This design comes from an exercise in tuning for small area, a short achievable clock period and few clock cycles on the open sky130 flow, not from production work. No functional check of the RTL was part of any run shown here.

--- design/flow/config.mk ---
export PLATFORM = sky130hd
export DESIGN_NAME = MUL_DIV_top
export DESIGN_NICKNAME = MUL_DIV_top
export VERILOG_FILES = /design/flow/design.v
export SDC_FILE = /design/flow/constraint.sdc
export NUM_CORES = 8
export LEC_CHECK = 0
export CAP_MARGIN = 20
export CORE_MARGIN = 2
export CORE_UTILIZATION = 40
export SETUP_SLACK_MARGIN = 5
export SLEW_MARGIN = 20
--- design/flow/constraint.sdc ---
create_clock -name core_clock -period 9.0 [get_ports {clk}]
set_input_delay 1.8000 -clock core_clock [delete_from_list [all_inputs] [get_ports {clk}]]
set_output_delay 1.8000 -clock core_clock [all_outputs]
set_load 0.01 [all_outputs]
--- design/flow/run.sh ---
#!/bin/bash
# synth_recipe.tcl (not shown) runs the flow's synth.tcl, then flattens the netlist and writes it again
# the make line also repeats each setting of config.mk as NAME=value (left out here)
make -C /OpenROAD-flow-scripts/flow DESIGN_CONFIG=/design/flow/config.mk WORK_HOME=/design/flow/orfs CLKGATE_MAP_FILE= SYNTH_SCRIPT=/design/flow/synth_recipe.tcl finish
--- design/flow/design.v ---
module MUL_DIV_top (
    input           clk,
    input           rst_n,
    input  [31:0]   data1,
    input  [31:0]   data2,
    input           MUL_DIV_start,
    input  [2:0]    MUL_DIV_ctrl,
    output [31:0]   MUL_DIV_out,
    output          MUL_DIV_done
);
localparam [3:0] S_IDLE = 4'd0, S_MUL1 = 4'd1, S_MUL = 4'd2, S_TAIL = 4'd3,
                 S_CORR = 4'd4, S_DPREP = 4'd5, S_DIV = 4'd6, S_FIX = 4'd7,
                 S_RCOR = 4'd8;
function [5:0] clz32;
    input [31:0] v;
    reg   [15:0] z1;  reg [15:0] c1;
    reg   [7:0]  z2;  reg [15:0] c2;
    reg   [3:0]  z3;  reg [11:0] c3;
    reg   [1:0]  z4;  reg [7:0]  c4;
    reg          z5;  reg [4:0]  c5;
    integer i;
    begin
        for (i = 0; i < 16; i = i + 1) begin
            z1[i] = ~(v[2*i+1] | v[2*i]);
            c1[i] = ~v[2*i+1];
        end
        for (i = 0; i < 8; i = i + 1) begin
            z2[i] = z1[2*i+1] & z1[2*i];
            c2[2*i+1 -: 2] = z1[2*i+1] ? {1'b1, c1[2*i]} : {1'b0, c1[2*i+1]};
        end
        for (i = 0; i < 4; i = i + 1) begin
            z3[i] = z2[2*i+1] & z2[2*i];
            c3[3*i+2 -: 3] = z2[2*i+1] ? {1'b1, c2[4*i+1 -: 2]} : {1'b0, c2[4*i+3 -: 2]};
        end
        for (i = 0; i < 2; i = i + 1) begin
            z4[i] = z3[2*i+1] & z3[2*i];
            c4[4*i+3 -: 4] = z3[2*i+1] ? {1'b1, c3[6*i+2 -: 3]} : {1'b0, c3[6*i+5 -: 3]};
        end
        z5 = z4[1] & z4[0];
        c5 = z4[1] ? {1'b1, c4[3:0]} : {1'b0, c4[7:4]};
        clz32 = z5 ? 6'd32 : {1'b0, c5};
    end
endfunction
function [2:0] booth;
    input [2:0] b;
    begin
        booth[2] = b[1] ^ b[0];                                    
        booth[1] = (b == 3'b011) | (b == 3'b100);                  
        booth[0] = b[2] & ~(b[1] & b[0]);                          
    end
endfunction
reg  [3:0]  state;
reg         done_r;
reg  [2:0]  op;
reg         osel;            
reg  [2:0]  cnt;             
reg  [1:0]  tcnt;            
reg  [4:0]  dcnt;            
reg         corr;
reg         rneg, qneg, dz;
reg  [5:0]  clza_r, clzb_r;  
reg  [34:0] X;
reg  [31:0] Y;
reg  [33:0] M;
reg         one0, two0, neg0r, one1, two1, neg1, magy, cinr, dmode;
wire        neg0 = neg0r ^ (dmode & X[34]);
wire        cin  = cinr  ^ (dmode & X[34]);
reg  a_signed, b_signed;       
reg  fz_a, fz_b;               
wire op_rem   = op[2] & op[1];
wire in_as    = MUL_DIV_ctrl[2] ? ~MUL_DIV_ctrl[0] : (MUL_DIV_ctrl[1:0] != 2'd3);
wire in_bs    = MUL_DIV_ctrl[2] ? ~MUL_DIV_ctrl[0] : ~MUL_DIV_ctrl[1];
localparam W = 38;
wire [W-1:0] Mx   = {{(W-34){M[33]}}, M};
wire [W-1:0] mag0 = (one0 ? Mx : {W{1'b0}}) | (two0 ? {Mx[W-2:0], 1'b0} : {W{1'b0}})
                  | (magy ? {{(W-32){1'b0}}, Y} : {W{1'b0}});
wire [W-1:0] mag1 = (one1 ? {Mx[W-3:0], 2'b00} : {W{1'b0}}) | (two1 ? {Mx[W-4:0], 3'b000} : {W{1'b0}});
wire [W-1:0] A    = {{(W-35){X[34]}}, X};
wire [W-1:0] B    = mag0 ^ {W{neg0}};
wire [W-1:0] C    = mag1 ^ {W{neg1}};
wire [W-1:0] cs_s = A ^ B ^ C;
wire [W-1:0] cs_c = {(A[W-2:0] & B[W-2:0]) | (A[W-2:0] & C[W-2:0]) | (B[W-2:0] & C[W-2:0]), neg1};
wire [W-1:0] S    = cs_s + cs_c + {{(W-1){1'b0}}, cin};
wire        asgn  = M[31] & a_signed;
wire        bsgn  = Y[31] & b_signed;
wire [5:0]  clz_a = fz_a ? 6'd0 : clza_r;
wire [5:0]  clz_b = fz_b ? 6'd0 : clzb_r;
wire [5:0]  jd    = (6'd34 - clz_b) >> 1;                   
wire [4:0]  j16   = (jd > 6'd16) ? 5'd16 : jd[4:0];
wire [2:0]  jg    = (j16 + 5'd3) >> 2;                      
wire [6:0]  k_raw = {1'b0, clz_b} - {1'b0, clz_a} + {6'd0, asgn};
wire        k_neg = k_raw[6];
wire [4:0]  k     = k_raw[5] ? 5'd31 : k_raw[4:0];
wire        b_zero = (clzb_r == 6'd32) & ~Y[31];
wire [33:0] Msh   = {{2{bsgn}}, Y} << k;
reg [3:0] nstate;
reg       ndone;
always @* begin
    nstate = state;
    ndone  = 1'b0;
    case (state)
        S_IDLE:  if (MUL_DIV_start) nstate = MUL_DIV_ctrl[2] ? S_DPREP : S_MUL1;
        S_MUL1:  nstate = S_MUL;
        S_MUL:   if (cnt == 3'd1) begin
                     if (tcnt != 2'd0) nstate = S_TAIL;
                     else if (corr) nstate = S_CORR;
                     else begin nstate = S_IDLE; ndone = 1'b1; end
                 end
        S_TAIL:  if (tcnt == 2'd1) begin nstate = S_IDLE; ndone = 1'b1; end
        S_CORR:  begin nstate = S_IDLE; ndone = 1'b1; end
        S_DPREP: if (!k_neg && !b_zero) nstate = S_DIV;
                 else if (op_rem ? asgn : b_zero) nstate = S_FIX;
                 else begin nstate = S_IDLE; ndone = 1'b1; end
        S_DIV:   if (dcnt == 5'd0) begin
                     if (op_rem) nstate = S_RCOR;
                     else if (qneg) nstate = S_FIX;
                     else begin nstate = S_IDLE; ndone = 1'b1; end
                 end
        S_RCOR:  if (rneg) nstate = S_FIX;
                 else begin nstate = S_IDLE; ndone = 1'b1; end
        S_FIX:   begin nstate = S_IDLE; ndone = 1'b1; end
        default: nstate = S_IDLE;
    endcase
end
always @(posedge clk or negedge rst_n) begin
    if (!rst_n) begin
        state  <= S_IDLE;
        done_r <= 1'b0;
    end else begin
        state  <= nstate;
        done_r <= ndone;
    end
end
wire       in_asgn = data1[31] & in_as;
wire [2:0] bd0_in  = booth({data2[1:0], 1'b0});
wire [2:0] bd1_in  = booth(data2[3:1]);
wire [2:0] bd0_y   = booth(Y[5:3]);
wire [2:0] bd1_y   = booth(Y[7:5]);
wire       fix_rem = op_rem;
wire       dsgn    = (state == S_DPREP) ? bsgn : M[33];    
reg  [7:0] nctl;    
always @* begin
    nctl = 8'd0;
    case (nstate)
        S_MUL1:  nctl = {bd0_in, bd1_in, 1'b0, bd0_in[0]};
        S_MUL:   nctl = {bd0_y, bd1_y, 1'b0, bd0_y[0]};
        S_CORR:  nctl = {3'b100, 3'b000, 1'b0, 1'b0};
        S_RCOR:  nctl = {2'b10, ~M[33], 3'b000, 1'b0, ~M[33]};         
        S_DPREP: nctl = {2'b10, in_asgn, 3'b000, 1'b0, in_asgn};
        S_DIV:   nctl = {2'b10, ~dsgn, 3'b000, 1'b0, ~dsgn};
        S_FIX:   nctl = fix_rem ? {3'b001, 3'b000, 1'b0, 1'b0}
                                : {3'b001, 3'b000, 1'b1, (state == S_DPREP) ? ~b_zero : ~dz};
        default: nctl = 8'd0;
    endcase
end
always @(posedge clk) begin
    {one0, two0, neg0r, one1, two1, neg1, magy, cinr} <= nctl;
    dmode <= (nstate == S_DIV) | (nstate == S_RCOR);
end
wire q_bit = ~S[W-1];
always @(posedge clk) begin
    case (state)
        S_IDLE: if (MUL_DIV_start) begin
            op     <= MUL_DIV_ctrl;
            X      <= 35'd0;
            Y      <= data2;
            M      <= {{2{in_asgn}}, data1};
            osel   <= ~MUL_DIV_ctrl[2] & (MUL_DIV_ctrl[1:0] != 2'd0);
            clza_r <= clz32(data1 ^ {32{data1[31]}});
            a_signed <= in_as;
            b_signed <= in_bs;
            fz_a   <= data1[31] & ~in_as;
            fz_b   <= data2[31] & ~in_bs;
            clzb_r <= clz32(data2 ^ {32{data2[31]}});
        end
        S_MUL1, S_MUL: begin
            X <= {S[W-1], S[W-1:4]};
            Y <= {S[3:0], Y[31:4]};
            if (state == S_MUL1) begin
                cnt  <= {jg, 1'b0} - 3'd1;     
                tcnt <= 3'd4 - jg;
                corr <= jd[4] & jd[0];         
            end else
                cnt <= cnt - 3'd1;
        end
        S_TAIL: begin
            X    <= {{8{X[34]}}, X[34:8]};
            Y    <= {X[7:0], Y[31:8]};
            tcnt <= tcnt - 2'd1;
        end
        S_CORR: X <= S[34:0];
        S_DPREP: begin
            X    <= (op_rem | ~b_zero) ? S[34:0] : 35'd0;    
            M    <= Msh;
            Y    <= 32'd0;
            dcnt <= k;
            dz   <= b_zero;
            rneg <= asgn;
            qneg <= (asgn ^ bsgn) & ~b_zero;
            osel <= op_rem & ~asgn;
        end
        S_DIV: begin
            X    <= (dcnt == 5'd0 && !op_rem) ? 35'd0 : S[34:0];
            Y    <= {Y[30:0], q_bit};
            if (dcnt != 5'd0) M <= {M[33], M[33:1]};
            dcnt <= dcnt - 5'd1;
        end
        S_RCOR: if (X[34]) X <= S[34:0];
        S_FIX: begin
            Y    <= fix_rem ? ~S[31:0] : S[31:0];
            osel <= 1'b0;
        end
        default: ;
    endcase
end
assign MUL_DIV_out  = osel ? X[31:0] : Y;
assign MUL_DIV_done = done_r;
endmodule
==> flow_summary.json, run 1 <==
{
  "status": "complete, no violations",
  "crit_type": "reg2reg",
  "avgRoutedWirePerCell_um": 27.5,
  "min_to": "cinr",
  "num_vias": 17600,
  "max_slew_margin_pct": 26.0,
  "whs_ns": 0.599,
  "rows": 74,
  "antenna_found_initial": 0,
  "nFillCells": 3747,
  "grt_pass1_wl_um": 105000,
  "ys_types": 87,
  "synth_compound_area_share_pct": 26.6,
  "instances_no_fill": 2658,
  "grt_max_degree": 75,
  "ff_latch_area_um2": 4330,
  "diodes": 0,
  "final_nets": 2283,
  "clk_pin_slew_ns": 0.07,
  "ys_ff_latch": 148,
  "ant_nets": 0,
  "track_usage_pct": 32.1,
  "cts.sinks": 148,
  "fmax_mhz": 232,
  "finalHoldViolCount": 0,
  "yosys_warnings": 1,
  "start_util_pct": 40.7,
  "placedCellCount": 2517,
  "cts_htree_levels": 4,
  "final_layout_size_suffix_gt1_share_pct": 23.8,
  "setup_viol": 0,
  "die_w_um": 208,
  "worstSetupEndpointType": "flip-flop",
  "critPathMaxFanout": 7,
  "syn_area_um2": 16600,
  "num_io_pins": 103,
  "timing.rr.start": "X[34]",
  "grt_overflow": 0,
  "post_dp_cell_area_um2": 18300,
  "synth_mux_area_share_pct": 6.81,
  "place_congestion": 0.995,
  "die_area_um2": 43200,
  "first_global_vias": 16100,
  "drt-total-wl_um": 73100,
  "final_common_cell": "nand2_1",
  "min-delay-start": "dz",
  "synth_xor_area_share_pct": 7.76,
  "synth_ff_type": "edfxtp_1",
  "core_area_um2": 40900,
  "hold_path_depth": 3,
  "drc_errors": 0,
  "r2r_slack_ns": 4.69,
  "drtPass1Iterations": 10,
  "clk_latency_ns": 0.46,
  "multi_input_area_um2": 13000,
  "maxCapViolCount": 0,
  "avgSynthCellArea_um2": 8.37,
  "worstRegToRegCells": 17,
  "area_delta_synth_final_pct": 29.7,
  "cts_tree": "built",
  "fin_area_um2": 21600,
  "period_needed_ns": 4.31,
  "tightest_slew_ns": 1.11,
  "crit_path_start": "X[34]",
  "max-clock-path-buffers": 2,
  "numPortBuffers": 102,
  "viasPerCell": 6.63,
  "period_share_pct": 47.9,
  "clockRootBuffer": "clkbuf_16",
  "synth_edf_count": 134,
  "fin_tns_setup_ns": 0,
  "synthCells": 1989,
  "worstPathRequired_ns": 9.21,
  "synth_top_family_by_area": "compound AO/OA/AOI/OAI gates",
  "clock_skew_ns": 0.0137,
  "arrival_ns": 4.52,
  "synth_simple_gate_area_share_pct": 16.5,
  "min_path_type": "reg2reg",
  "fp.dieH_um": 208,
  "slew_viol_final": 0,
  "timing.rr.end": "X[32]",
  "synthArstFlopShare_pct": 3.38,
  "yosysSeqAreaShare_pct": 26.0,
  "synth_fa_ha_area_share_pct": 9.28,
  "dp_hpwl_um": 50300,
  "drt-initial-drc-count": 2671,
  "mostFrequentLayoutCells": "nand2_1 (180), edfxtp_1 (134), buf_4 (123)",
  "cts_made_buffers": 17,
  "cts_hold_buffers": 0,
  "utilization_pct": 52.7,
  "rsz0062_at_grt": "true",
  "syn_nets": 2159,
  "startpoint_type": "flip-flop"
}
[worst max-delay path, stage by stage (launching register included)]
cell,delay [ns]
edfxtp_1,0.48
nand2_2,0.15
xor2_4,0.25
buf_12,0.19
buf_12,0.11
xnor2_1,0.09
fa_1,0.56
inv_1,0.08
ha_4,0.31
nand2_1,0.14
o21ai_2,0.07
a31o_2,0.28
a31oi_4,0.27
o21ai_4,0.11
a311oi_2,0.32
o31ai_1,0.12
xor2_1,0.16
a221o_1,0.36
[Yosys cell counts, types with 12 or more instances]
| cell type | number | area share [%] |
|---|---|---|
| nor2b_1 | 29 | 1.1 |
| nor3_1 | 41 | 1.2 |
| clkbuf_1 | 116 | 2.6 |
| nor2_1 | 128 | 2.9 |
| ha_1 | 61 | 4.6 |
| nand2b_1 | 30 | 1.1 |
| xor2_1 | 26 | 1.4 |
| and3_1 | 14 | 0.53 |
| a221oi_1 | 31 | 1.6 |
| inv_1 | 125 | 2.8 |
| o22ai_1 | 12 | 0.45 |
| xnor2_1 | 117 | 6.2 |
| or3_1 | 25 | 0.94 |
| a31oi_1 | 21 | 0.79 |
| nand3_1 | 59 | 1.8 |
| mux2i_1 | 58 | 3.5 |
| o21ai_1 | 20 | 0.60 |
| buf_1 | 15 | 0.34 |
| buf_2 | 12 | 0.36 |
| fa_1 | 39 | 4.7 |
| o211ai_1 | 13 | 0.59 |
| edfxtp_1 | 134 | 24 |
| nand2_1 | 187 | 4.2 |
| mux2_2 | 47 | 3.2 |
| a222oi_1 | 48 | 2.9 |
| o221ai_1 | 23 | 1.2 |
| a22o_1 | 14 | 0.74 |
| a211oi_1 | 17 | 0.77 |
| a21o_1 | 32 | 1.4 |
| a21oi_1 | 103 | 3.1 |
| a22oi_1 | 75 | 3.4 |
| o21ai_0 | 132 | 4.0 |
[metal layers]
metal / part of all wire [%] / wire length, um / global-route usage, %
met2: 43 / 31700 / 47.7
met4: 5.1 / 3740 / 13.6
met3: 12 / 8430 / 8.32
met1: 40 / 29200 / 44.2
met5: 0 / 0 / 0
[layout make-up]
| class | count | area share [%] |
|---|---|---|
| Clock inverter | 8 | 0.464 |
| Multi-Input combinational cell | 1560 | 60.2 |
| Clock buffer | 24 | 2.23 |
| Tap cell | 532 | 3.08 |
| Sequential cell | 148 | 20.1 |
| Inverter | 127 | 2.25 |
| Timing Repair Buffer | 259 | 11.7 |
[metrics by stage]
stage | setup slack, ns
finish | 4.69
global route | 4.62
CTS | 4.84
detailed placement | 3.93
global placement | 3.98
floorplan | 4.84
[sequential cells by signal (all words and copies together), names as in the netlist, 2 cells and up]
name and flops:
state 4, Y 32, tcnt 2, op 2
clza_r 6, X 35, clzb_r 6, M 34
dcnt 5, cnt 3
[kinds of logic after synthesis]
kind of cell | Yosys count
buf+inv | 282
xor+xnor | 145
flops | 148
compound gates | 634
simple gates | 574
mux | 106
fa+ha+maj | 100
[timing repair]
| action | CTS | global route |
|---|---|---|
| cloned | 7 | 1 |
| setup buffers | 45 | 56 |
| gates resized for setup | 177 | 167 |
| setup endpoints to repair | 103 | 120 |
| pin swaps | 55 | 76 |
[worst max path at each step]
stage | endpoint | slack (ns)
after floorplan | X[32] | 4.84
after detailed placement | Y[20] | 3.93
after global routing | Y[0] | 4.62
after global placement | Y[20] | 3.98
after CTS | X[32] | 4.84
final | X[32] | 4.69
==> run 2, diff against run 1 <==
--- a/design/flow/config.mk
+++ b/design/flow/config.mk
@@ -9,4 +9,4 @@
 export CORE_MARGIN = 2
 export CORE_UTILIZATION = 40
-export SETUP_SLACK_MARGIN = 5
+export SETUP_SLACK_MARGIN = 4
 export SLEW_MARGIN = 20
==> flow_summary.json, run 2 <==
{
  "status": "complete, no violations",
  "period_needed_ns": 4.89,
  "final_common_cell": "nand2_1",
  "grt_max_degree": 75,
  "rsz0062_at_grt": "true",
  "numPortBuffers": 102,
  "max_slew_margin_pct": 28.8,
  "first_global_vias": 15300,
  "synth_fa_ha_area_share_pct": 9.28,
  "setup_viol": 0,
  "area_delta_synth_final_pct": 12.6,
  "antenna_found_initial": 1,
  "grt_overflow": 0,
  "ys_types": 87,
  "clock_skew_ns": 0.0164,
  "start_util_pct": 40.7,
  "synthArstFlopShare_pct": 3.38,
  "final_nets": 2171,
  "syn_nets": 2159,
  "synthCells": 1989,
  "num_io_pins": 103,
  "clk_pin_slew_ns": 0.07,
  "ant_nets": 0,
  "syn_area_um2": 16600,
  "num_vias": 16700,
  "maxCapViolCount": 0,
  "cts_hold_buffers": 0,
  "dp_hpwl_um": 51100,
  "clockRootBuffer": "clkbuf_16",
  "placedCellCount": 2513,
  "yosys_warnings": 1,
  "clk_latency_ns": 0.47,
  "top_regs": "X (35), M (34), Y (32)",
  "drtPass1Iterations": 8,
  "yosysSeqAreaShare_pct": 26.0,
  "period_share_pct": 54.3,
  "mostFrequentLayoutCells": "nand2_1 (187), edfxtp_1 (134), o21ai_0 (131)",
  "track_usage_pct": 30.8,
  "cts.sinks": 148,
  "final_layout_size_suffix_gt1_share_pct": 8.89,
  "grt_pass1_wl_um": 100000,
  "yosys.area.top_type": "edfxtp_1",
  "worstPathRequired_ns": 9.30,
  "largest_reg_flops": 35,
  "avgRoutedWirePerCell_um": 27.0,
  "yosysMostFrequentCell": "nand2_1",
  "synth_mux_area_share_pct": 6.81,
  "synth_edf_count": 134,
  "synth_ff_type": "edfxtp_1",
  "startpoint_type": "flip-flop",
  "drc_errors": 0,
  "synth_compound_area_share_pct": 26.6,
  "die_area_um2": 43200,
  "place_congestion": 0.997,
  "arrival_ns": 5.19,
  "drt-total-wl_um": 68700,
  "instances_no_fill": 2547,
  "tightest_slew_ns": 1.07,
  "max-clock-path-buffers": 2,
  "drt-initial-drc-count": 2638,
  "synth_simple_gate_area_share_pct": 16.5,
  "synth_xor_area_share_pct": 7.76,
  "fmax_mhz": 205,
  "cts_made_buffers": 17,
  "yosysTopAreaCellShare_pct": 24.2,
  "die_w_um": 208,
  "avgSynthCellArea_um2": 8.37,
  "finalHoldViolCount": 0,
  "top_register": "X",
  "min_path_type": "reg2reg",
  "rows": 74,
  "slew_viol_final": 0,
  "ys_top_cells_by_count": "nand2_1 (187), edfxtp_1 (134), o21ai_0 (132), nor2_1 (128), inv_1 (125)",
  "fp.dieH_um": 208,
  "synthTopCellsByArea": "edfxtp_1 (24%), xnor2_1 (6.2%), fa_1 (4.7%)",
  "critPathMaxFanout": 8,
  "core_area_um2": 40900,
  "ys_ff_latch": 148,
  "synth_top_family_by_area": "compound AO/OA/AOI/OAI gates",
  "worstSetupEndpointType": "flip-flop",
  "viasPerCell": 6.56,
  "crit_type": "reg2reg",
  "fin_tns_setup_ns": 0,
  "cts_tree": "built",
  "cts_htree_levels": 4
}
run 2: kinds of logic after synthesis:
group / Yosys count
buf+inv: 282
fa+ha+maj: 100
simple gates: 574
compound gates: 634
xor+xnor: 145
flops: 148
mux: 106
run 2: what timing repair did:
item | in CTS | in global routing
pin swaps | 0 | 1
endpoints found under the hold margin | 0 | 0
setup buffers | 1 | 0
gates resized for setup | 4 | 6
setup endpoints to repair | 12 | 28
cloned | 0 | 0
run 2: final cells by class:
type / count / area [um^2]
clock buffers: 26 / 564
flip-flops and latches: 148 / 4340
clock inverters: 6 / 50.0
diodes: 1 / 2.50
multi-input cells: 1559 / 11300
repair buffers: 148 / 1390
inverters: 127 / 479
well taps: 532 / 666
fillers: 4050 / 22200
run 2: worst paths after layout:
| kind | start | to | slack, ns | depth (start not counted) |
|---|---|---|---|---|
| min reg2reg | dz | cinr | 0.60 | 3 |
| max in group asynchronous | rst_n | state[2] | 7.24 | 1 |
| max reg2reg | Y[2] | X[24] | 4.11 | 14 |
| min | dz | cinr | 0.60 | 3 |
| max | Y[2] | X[24] | 4.11 | 14 |
| min in group asynchronous | rst_n | state[3] | 1.56 | 1 |
run 2: metrics by stage:
stage	setup WS [ns]	hold WS, ns	instance area (um^2)	utilization (%)
after global routing	4.00	0.626	18700	45.8
after floorplan	4.07	0.535	16600	-
after detailed placement	3.87	0.574	18100	44.2
after global placement	3.83	0.582	18100	44.1
after CTS	3.98	0.599	18700	45.7
final	4.11	0.596	18700	45.8
run 2: metal layers:
metal / vias to the layer above / part of all wire [%] / global-route usage [%]
li1: 7420 / - / -
met1: 8071 / 41 / 41.9
met2: 1053 / 43 / 45.6
met3: 164 / 11 / 8.18
met4: 0 / 4.3 / 13.8
met5: - / 0 / 0
run 2: critical path: stages, from the launching register on:
cell and delay (ns):
edfxtp_1 0.70, a222oi_1 0.46, xnor2_1 0.14, fa_1 0.49, inv_1 0.04, ha_1 0.40
a211o_1 0.18, o211ai_2 0.11, a21oi_1 0.35, a31oi_1 0.23, o21ai_0 0.58, a21oi_1 0.18
xnor2_1 0.47, a22oi_1 0.17, nand2_1 0.22

-- static timing again, ports no longer ideal --
In the flow no input, the clock included, has a driving cell. The finished layouts below were timed again as built, in two steps.
Step 1 assumes that a clkbuf_16 drives the clock port and a buf_2 every other input.
Step 2 adds t to the input delays and takes it off the output delays; t is the mean of the earliest and latest rising clock arrival at the registers after step 1. Input paths then give back, and output paths get back, about the clock's delay inside the block.
Slacks: no drivers / after step 1 / after step 2; pairs: no drivers / after step 1.
run	t, ns	setup slack, ns	clock arrival spread, ns	worst data-port slew with drivers (ns)
run 1	0.512	4.690 / 4.690 / 4.643	0.014 / 0.014	0.06
run 2	0.520	4.113 / 4.113 / 4.113	0.017 / 0.017	0.05
After both steps setup and hold are still met in every run listed. For run 1, which loses most, drivers alone change the setup slack by 0.000 ns; drivers and shift together by -0.047 ns.
